This is an optimization exercise on Yosys and OpenROAD, whose aim is small area, not a production implementation. The RTL was checked by simulation tests, not by an equivalence proof against the original design. The clock port is modelled as an ideal driver, which makes a skipped or thinned clock tree look cheaper than it is; a real chip needs a root buffer or a tree. No activity file was given, so power comes from the tool's default toggle rates.

==> willow: inputs <==
==> flow/design.v <==
`timescale 1ns / 1ps
module uart2rffe_top
(
    input  clk,
    input  rst_n,
    input  FPGA_RX,
    output FPGA_TX,
    output spi_clk_rffe,
    output spi_sdo_rffe,
    output spi_le_rffe
);
reg [10:0] rxs;
always @(posedge clk)
    if (!rst_n) rxs <= 11'h7ff;
    else        rxs <= {rxs[9:0], FPGA_RX};
wire [2:0] ones = rxs[4] + rxs[5] + rxs[6] + rxs[7] + rxs[8] + rxs[9] + rxs[10];
wire rxd = (ones >= 3'd4);
localparam R_S3 = 4'd3, R_IDLE = 4'd4, R_LOCK = 4'd5, R_SBD = 4'd6, R_START = 4'd7, R_D0 = 4'd8;
reg [3:0] pos;
reg [8:0] rc;        
reg [1:0] ist;       
reg [3:0] n;         
reg [63:0] F;        
reg [2:0] z;         
reg P;               
localparam [8:0] U0 = 9'h055, U217 = 9'h0fa, U432 = 9'h115, U433 = 9'h02a;
function [8:0] lfsr(input [8:0] s);
    lfsr = {s[7:0], s[8] ^ s[4]};
endfunction
wire rtick  = (rc == U433);              
wire rsamp  = (rc == U0);                
wire ridle  = (pos[3:1] == 3'b010);      
wire instop = (pos[3:2] == 2'b00);
wire rstart = (pos == R_IDLE) && !rxd;
wire done   = rtick && (pos == R_S3);
always @(posedge clk) begin
    if (!rst_n) begin
        pos <= R_IDLE;
        ist <= 2'd0;
        n   <= 4'd0;
    end else begin
        if (!rxd && (instop || pos == R_IDLE))
            pos <= (done) ? R_LOCK : R_SBD;
        else if (rtick && !ridle)
            pos <= pos + 4'd1;
        if (rstart)
            n <= 4'd0;
        else if (rtick && pos == R_START && n != 4'd11)
            n <= n + 4'd1;
        if (rstart)            ist <= 2'd0;
        else if (done)         ist <= 2'd1;
        else if (ist == 2'd1)  ist <= 2'd2;
        else if (ist == 2'd2)  ist <= 2'd3;
        else                   ist <= 2'd0;
    end
end
always @(posedge clk)
    if (!rxd && (instop || pos == R_IDLE)) rc <= U217;
    else if (rtick)                        rc <= U0;
    else                                   rc <= lfsr(rc);
wire [7:0] b7 = F[7:0];
always @(posedge clk)
    if (rsamp && pos[3]) begin
        F <= {rxd, F[63:1]};
        if (pos == R_D0) begin
            P <= (z == 3'd5);
            z <= (b7 == 8'h01) ? 3'd1 :
                 (b7 == 8'h02) ? 3'd2 :
                 (b7 == 8'hAA) ? 3'd3 :
                 (b7 == 8'h55) ? 3'd4 :
                 (b7 == 8'h5D && z == 3'd4) ? 3'd5 : 3'd0;
        end
    end
wire act   = ist[1];
wire valid = (n == 4'd11) && P && (F[63:56] == 8'h0A) && (F[55:48] == 8'h0D);
wire [1:0] cmd = z[2] ? 2'd0 : z[1:0];
reg [2:0] pres;
reg [5:0] d;         
wire m23 = (cmd == 2'd2);
wire sidle = (d[5:1] == 5'b11111);
wire spi_go = act && valid && (cmd == 2'd1 || cmd == 2'd2);
always @(posedge clk) begin
    if (!rst_n)
        d <= 6'd63;
    else if (d == 6'd63) begin
        if (spi_go) d <= 6'd62;
    end else if (d == 6'd62)
        d <= m23 ? 6'd50 : 6'd48;
    else if (pres == 3'd4)
        d <= (d == (m23 ? 6'd0 : 6'd16)) ? 6'd63 : d - 6'd1;
    pres <= (!sidle && pres != 3'd4) ? pres + 3'd1 : 3'd0;
end
wire [22:0] W = {F[6:0], F[15:8], F[23:16]};
wire wbit  = W[d[5:1]];
wire ssc12 = m23 ? (d == 6'd49 || d == 6'd48) : (d == 6'd47 || d == 6'd46);
wire datap = m23 ? (d <= 6'd45) : (d <= 6'd43);
assign spi_le_rffe  = sidle;
assign spi_clk_rffe = datap && d[0];
assign spi_sdo_rffe = ssc12 || (datap && wbit);
localparam T_STOP = 4'd0, T_IDLE = 4'd1, T_PEND = 4'd2, T_PRE = 4'd6, T_START = 4'd7;
reg [3:0] q;
reg [3:0] p;         
reg [8:0] tc;        
wire ttick = (tc == U433);
wire tx_ready = (q == T_IDLE) || (q == T_PEND);
wire tx_go = act && tx_ready && (!valid || cmd == 2'd3);
always @(posedge clk) begin
    if (!rst_n)
        q <= T_IDLE;
    else if (q == T_IDLE) begin
        if (tx_go) q <= T_PEND;
    end else if (q == T_PEND)
        q <= T_PRE;
    else if (ttick) begin
        if (q == T_STOP) q <= (p == 4'd0) ? T_IDLE : T_START;
        else             q <= q + 4'd1;
    end
    if (tx_go)
        p <= valid ? 4'd14 : 4'd7;
    else if (ttick && q == T_STOP)
        p <= (p == 4'd8) ? 4'd2 : p - 4'd1;
    if (q == T_PEND)  tc <= U432;
    else if (ttick)   tc <= U0;
    else              tc <= lfsr(tc);
end
localparam [127:0] CHARS = 128'h0045504741204F4B6572726F72210D0A;
wire [6:0] tbit = {p, q[2:0]};
wire cbit = CHARS[tbit];
wire txb = (q == T_START) ? 1'b0 : q[3] ? cbit : 1'b1;
assign FPGA_TX = !rst_n || txb;
endmodule
==> flow/flow/run.sh <==
#!/bin/bash
# The standard layout, except the clock tree: after ORFS's clock tree synthesis,
# flow/clock_tree.tcl replaces its tree with a smaller one (a root buffer and one
# buffer per group of nearby flip-flops). Make's full output goes to
# standard_flow.log; ORFS keeps each step's log under orfs/logs/.
set -euo pipefail
export POST_CTS_TCL="$PWD/flow/clock_tree.tcl"
export CTS_TREE_GROUPS="${CTS_TREE_GROUPS:-8}"
export CTS_ROOT_BUF="${CTS_ROOT_BUF:-sky130_fd_sc_hd__clkbuf_4}"
export CTS_LEAF_BUF="${CTS_LEAF_BUF:-sky130_fd_sc_hd__clkbuf_8}"
bash standard.sh > standard_flow.log 2>&1
==> flow/flow/clock_tree.tcl <==
# Replace the clock tree that clock_tree_synthesis built with a two-level tree:
# clk -> one root buffer -> one leaf buffer per group of flip-flops, the groups
# made by splitting the flip-flops in halves by position, alternating x and y.
set db [ord::get_db]
set block [[$db getChip] getBlock]
set root_master [$db findMaster $::env(CTS_ROOT_BUF)]
set leaf_master [$db findMaster $::env(CTS_LEAF_BUF)]
set ngroups $::env(CTS_TREE_GROUPS)

set clk_net [$block findNet clk]
set sinks {}
set old_insts {}
set old_nets {}
set todo [list $clk_net]
while {[llength $todo] > 0} {
  set net [lindex $todo 0]
  set todo [lrange $todo 1 end]
  foreach it [$net getITerms] {
    if {[$it isOutputSignal]} { continue }
    set inst [$it getInst]
    set mname [[$inst getMaster] getName]
    if {[string match "sky130_fd_sc_hd__clkbuf_*" $mname] || [string match "sky130_fd_sc_hd__clkinv*" $mname] || [string match "clkload*" [$inst getName]]} {
      lappend old_insts $inst
      foreach o [$inst getITerms] {
        if {[$o isOutputSignal] && [$o getNet] != "NULL"} {
          lappend old_nets [$o getNet]
          lappend todo [$o getNet]
        }
      }
    } else {
      lappend sinks $it
    }
  }
}
puts "clock_tree.tcl: [llength $sinks] sinks, removing [llength $old_insts] buffers"
foreach it $sinks { $it disconnect }
foreach inst $old_insts { odb::dbInst_destroy $inst }
foreach net $old_nets { odb::dbNet_destroy $net }

proc sink_xy {it} {
  set b [[$it getInst] getBBox]
  return [list [expr {([$b xMin] + [$b xMax]) / 2}] [expr {([$b yMin] + [$b yMax]) / 2}]]
}
proc split_groups {items n axis} {
  if {$n <= 1} { return [list $items] }
  set keyed {}
  foreach it $items { lappend keyed [list [lindex [sink_xy $it] $axis] $it] }
  set sorted {}
  foreach k [lsort -integer -index 0 $keyed] { lappend sorted [lindex $k 1] }
  set h [expr {[llength $sorted] / 2}]
  set a [lrange $sorted 0 [expr {$h - 1}]]
  set b [lrange $sorted $h end]
  set nax [expr {1 - $axis}]
  return [concat [split_groups $a [expr {$n / 2}] $nax] [split_groups $b [expr {$n / 2}] $nax]]
}
proc place_at {inst x y} {
  $inst setLocation [expr {int($x)}] [expr {int($y)}]
  $inst setPlacementStatus PLACED
}

set groups [split_groups $sinks $ngroups 0]
set root [odb::dbInst_create $block $root_master clktree_root]
[$root findITerm A] connect $clk_net
set root_net [odb::dbNet_create $block clktree_root_net]
$root_net setSigType CLOCK
[$root findITerm X] connect $root_net
set sx 0; set sy 0; set sn 0
set i 0
foreach g $groups {
  set leaf [odb::dbInst_create $block $leaf_master clktree_leaf_$i]
  set net [odb::dbNet_create $block clktree_leaf_net_$i]
  $net setSigType CLOCK
  [$leaf findITerm A] connect $root_net
  [$leaf findITerm X] connect $net
  set gx 0; set gy 0
  foreach it $g {
    $it connect $net
    lassign [sink_xy $it] x y
    set gx [expr {$gx + $x}]; set gy [expr {$gy + $y}]
  }
  set gx [expr {$gx / [llength $g]}]; set gy [expr {$gy / [llength $g]}]
  place_at $leaf $gx $gy
  set sx [expr {$sx + $gx}]; set sy [expr {$sy + $gy}]; incr sn
  puts "clock_tree.tcl: leaf $i drives [llength $g] flip-flops at ($gx, $gy)"
  incr i
}
place_at $root [expr {$sx / $sn}] [expr {$sy / $sn}]
$clk_net setSigType CLOCK

detailed_placement
check_placement -verbose
estimate_parasitics -placement
report_clock_skew
repair_timing -hold -hold_margin 0.1
detailed_placement
check_placement -verbose
estimate_parasitics -placement
report_clock_skew
report_worst_slack -min
report_worst_slack -max
==> flow/standard.sh <==
#!/bin/bash
# synth_recipe.tcl (not shown) runs the flow's synth.tcl, then flattens the netlist and writes it again
# the make line also repeats each setting of config.mk as NAME=value (left out here)
make -C /OpenROAD-flow-scripts/flow DESIGN_CONFIG=/design/flow/config.mk WORK_HOME=/design/flow/orfs CLKGATE_MAP_FILE= SYNTH_SCRIPT=/design/flow/synth_recipe.tcl "${@:-finish}"
==> flow/config.mk <==
export PLATFORM = sky130hd
export DESIGN_NAME = uart2rffe_top
export DESIGN_NICKNAME = uart2rffe_top
export VERILOG_FILES = /design/flow/design.v
export SDC_FILE = /design/flow/constraint.sdc
export NUM_CORES = 4
export LEC_CHECK = 0
export CAP_MARGIN = 20
export CORE_MARGIN = 2
export CORE_UTILIZATION = 40
export PLACE_DENSITY = 0.6
export SLEW_MARGIN = 20
==> flow/constraint.sdc <==
create_clock -name core_clock -period 20.0 [get_ports {clk}]
set_input_delay 4.0000 -clock core_clock [delete_from_list [all_inputs] [get_ports {clk}]]
set_output_delay 4.0000 -clock core_clock [all_outputs]
set_load 0.01 [all_outputs]
==> inputs of harbor, as changes to willow <==
==> flow/design.v, changed modules only <==
module uart2rffe_top
(
    input  clk,
    input  rst_n,
    input  FPGA_RX,
    output FPGA_TX,
    output spi_clk_rffe,
    output spi_sdo_rffe,
    output spi_le_rffe
);
reg [10:0] rxs;
always @(posedge clk)
    if (!rst_n) rxs <= 11'h7ff;
    else        rxs <= {rxs[9:0], FPGA_RX};
wire [2:0] ones = rxs[4] + rxs[5] + rxs[6] + rxs[7] + rxs[8] + rxs[9] + rxs[10];
wire rxd = (ones >= 3'd4);
localparam R_S3 = 4'd3, R_IDLE = 4'd4, R_LOCK = 4'd5, R_SBD = 4'd6, R_START = 4'd7, R_D0 = 4'd8;
reg [3:0] pos;
reg [8:0] rc;        
reg [1:0] ist;       
reg [3:0] n;         
reg [63:0] F;        
reg [2:0] z;         
reg P;               
localparam [8:0] U0 = 9'h055, U217 = 9'h0fa, U432 = 9'h115, U433 = 9'h02a;
function [8:0] lfsr(input [8:0] s);
    lfsr = {s[7:0], s[8] ^ s[4]};
endfunction
wire rtick  = (rc == U433);              
wire rsamp  = (rc == U0);                
wire ridle  = (pos[3:1] == 3'b010);      
wire instop = (pos[3:2] == 2'b00);
wire rstart = (pos == R_IDLE) && !rxd;
wire done   = rtick && (pos == R_S3);
always @(posedge clk) begin
    if (!rst_n) begin
        pos <= R_IDLE;
        ist <= 2'd0;
        n   <= 4'd0;
    end else begin
        if (!rxd && (instop || pos == R_IDLE))
            pos <= (done) ? R_LOCK : R_SBD;
        else if (rtick && !ridle)
            pos <= pos + 4'd1;
        if (rstart)
            n <= 4'd0;
        else if (rtick && pos == R_START && n != 4'd11)
            n <= n + 4'd1;
        if (rstart)            ist <= 2'd0;
        else if (done)         ist <= 2'd1;
        else if (ist == 2'd1)  ist <= 2'd2;
        else if (ist == 2'd2)  ist <= 2'd3;
        else                   ist <= 2'd0;
    end
end
always @(posedge clk)
    if (!rxd && (instop || pos == R_IDLE)) rc <= U217;
    else if (rtick)                        rc <= U0;
    else                                   rc <= lfsr(rc);
wire [7:0] b7 = F[7:0];
always @(posedge clk)
    if (rsamp && pos[3]) begin
        F <= {rxd, F[63:1]};
        if (pos == R_D0) begin
            P <= (z == 3'd5);
            z <= (b7 == 8'h01) ? 3'd1 :
                 (b7 == 8'h02) ? 3'd2 :
                 (b7 == 8'hAA) ? 3'd3 :
                 (b7 == 8'h55) ? 3'd4 :
                 (b7 == 8'h5D && z == 3'd4) ? 3'd5 : 3'd0;
        end
    end
wire act   = ist[1];
wire valid = (n == 4'd11) && P && (F[63:56] == 8'h0A) && (F[55:48] == 8'h0D);
wire [1:0] cmd = z[2] ? 2'd0 : z[1:0];
reg sbusy, spend;
reg [2:0] pres;
reg [5:0] d;         
wire m23 = (cmd == 2'd2);
wire spi_go = act && valid && (cmd == 2'd1 || cmd == 2'd2) && !sbusy;
always @(posedge clk) begin
    if (!rst_n) begin
        sbusy <= 1'b0;
        spend <= 1'b0;
    end else begin
        spend <= spi_go;
        if (!sbusy) begin
            if (spend) sbusy <= 1'b1;
        end else if (pres == 3'd4 && d == (m23 ? 6'd0 : 6'd16))
            sbusy <= 1'b0;
    end
    pres <= (sbusy && pres != 3'd4) ? pres + 3'd1 : 3'd0;
    if (!sbusy) d <= m23 ? 6'd50 : 6'd48;
    else if (pres == 3'd4) d <= d - 6'd1;
end
wire [22:0] W = {F[6:0], F[15:8], F[23:16]};
wire wbit  = W[d[5:1]];
wire ssc12 = m23 ? (d == 6'd49 || d == 6'd48) : (d == 6'd47 || d == 6'd46);
wire datap = m23 ? (d <= 6'd45) : (d <= 6'd43);
assign spi_le_rffe  = !sbusy;
assign spi_clk_rffe = sbusy && datap && d[0];
assign spi_sdo_rffe = sbusy && (ssc12 || (datap && wbit));
localparam T_STOP = 4'd0, T_IDLE = 4'd1, T_PEND = 4'd2, T_PRE = 4'd6, T_START = 4'd7;
reg [3:0] q;
reg [3:0] p;         
reg [8:0] tc;        
wire ttick = (tc == U433);
wire tx_ready = (q == T_IDLE) || (q == T_PEND);
wire tx_go = act && tx_ready && (!valid || cmd == 2'd3);
always @(posedge clk) begin
    if (!rst_n)
        q <= T_IDLE;
    else if (q == T_IDLE) begin
        if (tx_go) q <= T_PEND;
    end else if (q == T_PEND)
        q <= T_PRE;
    else if (ttick) begin
        if (q == T_STOP) q <= (p == 4'd0) ? T_IDLE : T_START;
        else             q <= q + 4'd1;
    end
    if (tx_go)
        p <= valid ? 4'd14 : 4'd7;
    else if (ttick && q == T_STOP)
        p <= (p == 4'd8) ? 4'd2 : p - 4'd1;
    if (q == T_PEND)  tc <= U432;
    else if (ttick)   tc <= U0;
    else              tc <= lfsr(tc);
end
reg [7:0] ch;
always @(*)
    case (p)
    4'd0:  ch = 8'h0A;
    4'd1:  ch = 8'h0D;
    4'd2:  ch = 8'h21;
    4'd3:  ch = 8'h72;
    4'd4:  ch = 8'h6F;
    4'd5:  ch = 8'h72;
    4'd6:  ch = 8'h72;
    4'd7:  ch = 8'h65;
    4'd8:  ch = 8'h4B;
    4'd9:  ch = 8'h4F;
    4'd10: ch = 8'h20;
    4'd11: ch = 8'h41;
    4'd12: ch = 8'h47;
    4'd13: ch = 8'h50;
    4'd14: ch = 8'h45;
    default: ch = 8'hxx;
    endcase
wire txb = (q == T_START) ? 1'b0 : q[3] ? ch[q[2:0]] : 1'b1;
assign FPGA_TX = !rst_n || txb;
endmodule
--- a/flow/flow/run.sh
+++ b/flow/flow/run.sh
@@ -7,5 +7,4 @@
 export POST_CTS_TCL="$PWD/flow/clock_tree.tcl"
 export CTS_TREE_GROUPS="${CTS_TREE_GROUPS:-8}"
-export CTS_ROOT_BUF="${CTS_ROOT_BUF:-sky130_fd_sc_hd__clkbuf_4}"
 export CTS_LEAF_BUF="${CTS_LEAF_BUF:-sky130_fd_sc_hd__clkbuf_8}"
 bash standard.sh > standard_flow.log 2>&1
--- a/flow/flow/clock_tree.tcl
+++ b/flow/flow/clock_tree.tcl
@@ -4,5 +4,5 @@
 set db [ord::get_db]
 set block [[$db getChip] getBlock]
-set root_master [$db findMaster $::env(CTS_ROOT_BUF)]
+set root_master [$db findMaster sky130_fd_sc_hd__clkbuf_4]
 set leaf_master [$db findMaster $::env(CTS_LEAF_BUF)]
 set ngroups $::env(CTS_TREE_GROUPS)
--- a/flow/config.mk
+++ b/flow/config.mk
@@ -8,5 +8,5 @@
 export CAP_MARGIN = 20
 export CORE_MARGIN = 2
-export CORE_UTILIZATION = 40
-export PLACE_DENSITY = 0.6
+export CORE_UTILIZATION = 65
+export PLACE_DENSITY = 0.8
 export SLEW_MARGIN = 20
==> summary of the runs <==
Between harbor and willow, the lower clock power is in willow (gap about 4%, measured against willow).
Of harbor and willow, harbor has the higher core utilization (gap 27 points).
Register-to-register slack: harbor is better than willow (80 ps).
Of harbor and willow, willow has the higher die area (gap 36%, measured against willow).
Against willow, the sequential cell count of harbor is higher by 9.
Against harbor, the fmax of willow is higher by 1.7%.
Cell count: willow is higher than harbor (17%).
Of harbor and willow, willow has the higher synthesized cell count (gap about 6%, measured against willow).
Against harbor, the first-iteration DRC count of willow is higher by about 70%.
Of harbor and willow, harbor has the higher sequential share of layout area (gap 3.8 points).
Against willow, the global-route usage of harbor is higher by 7.4 points.
In every run of this note, the design's own scripts or RTL, not TritonCTS, make the clock network.

[re-timing with driven ports]
The flow's constraints put no driver on any port. The routed layouts listed below were extracted and timed again, unchanged, in two steps. Step 1 assumes that a clkbuf_16 drives the clock port and a buf_2 every other input. Step 2 times the ports against the registers' clock, not the clock port: input delays grow and output delays shrink by t, the midpoint of the rising clock arrivals with the driver on. Slacks: ideal / step 1 / step 2; pairs: ideal / step 1.
run	t (ns)	slack for setup (ns)	worst setup path at the end
willow	0.504	10.546 / 10.523 / 10.523	input to output
harbor	0.487	10.385 / 10.363 / 10.363	input to output
After both steps setup and hold are still met in every run listed. The setup slack of willow, which loses most, moves by -0.023 ns with the drivers and by -0.023 ns with both steps.
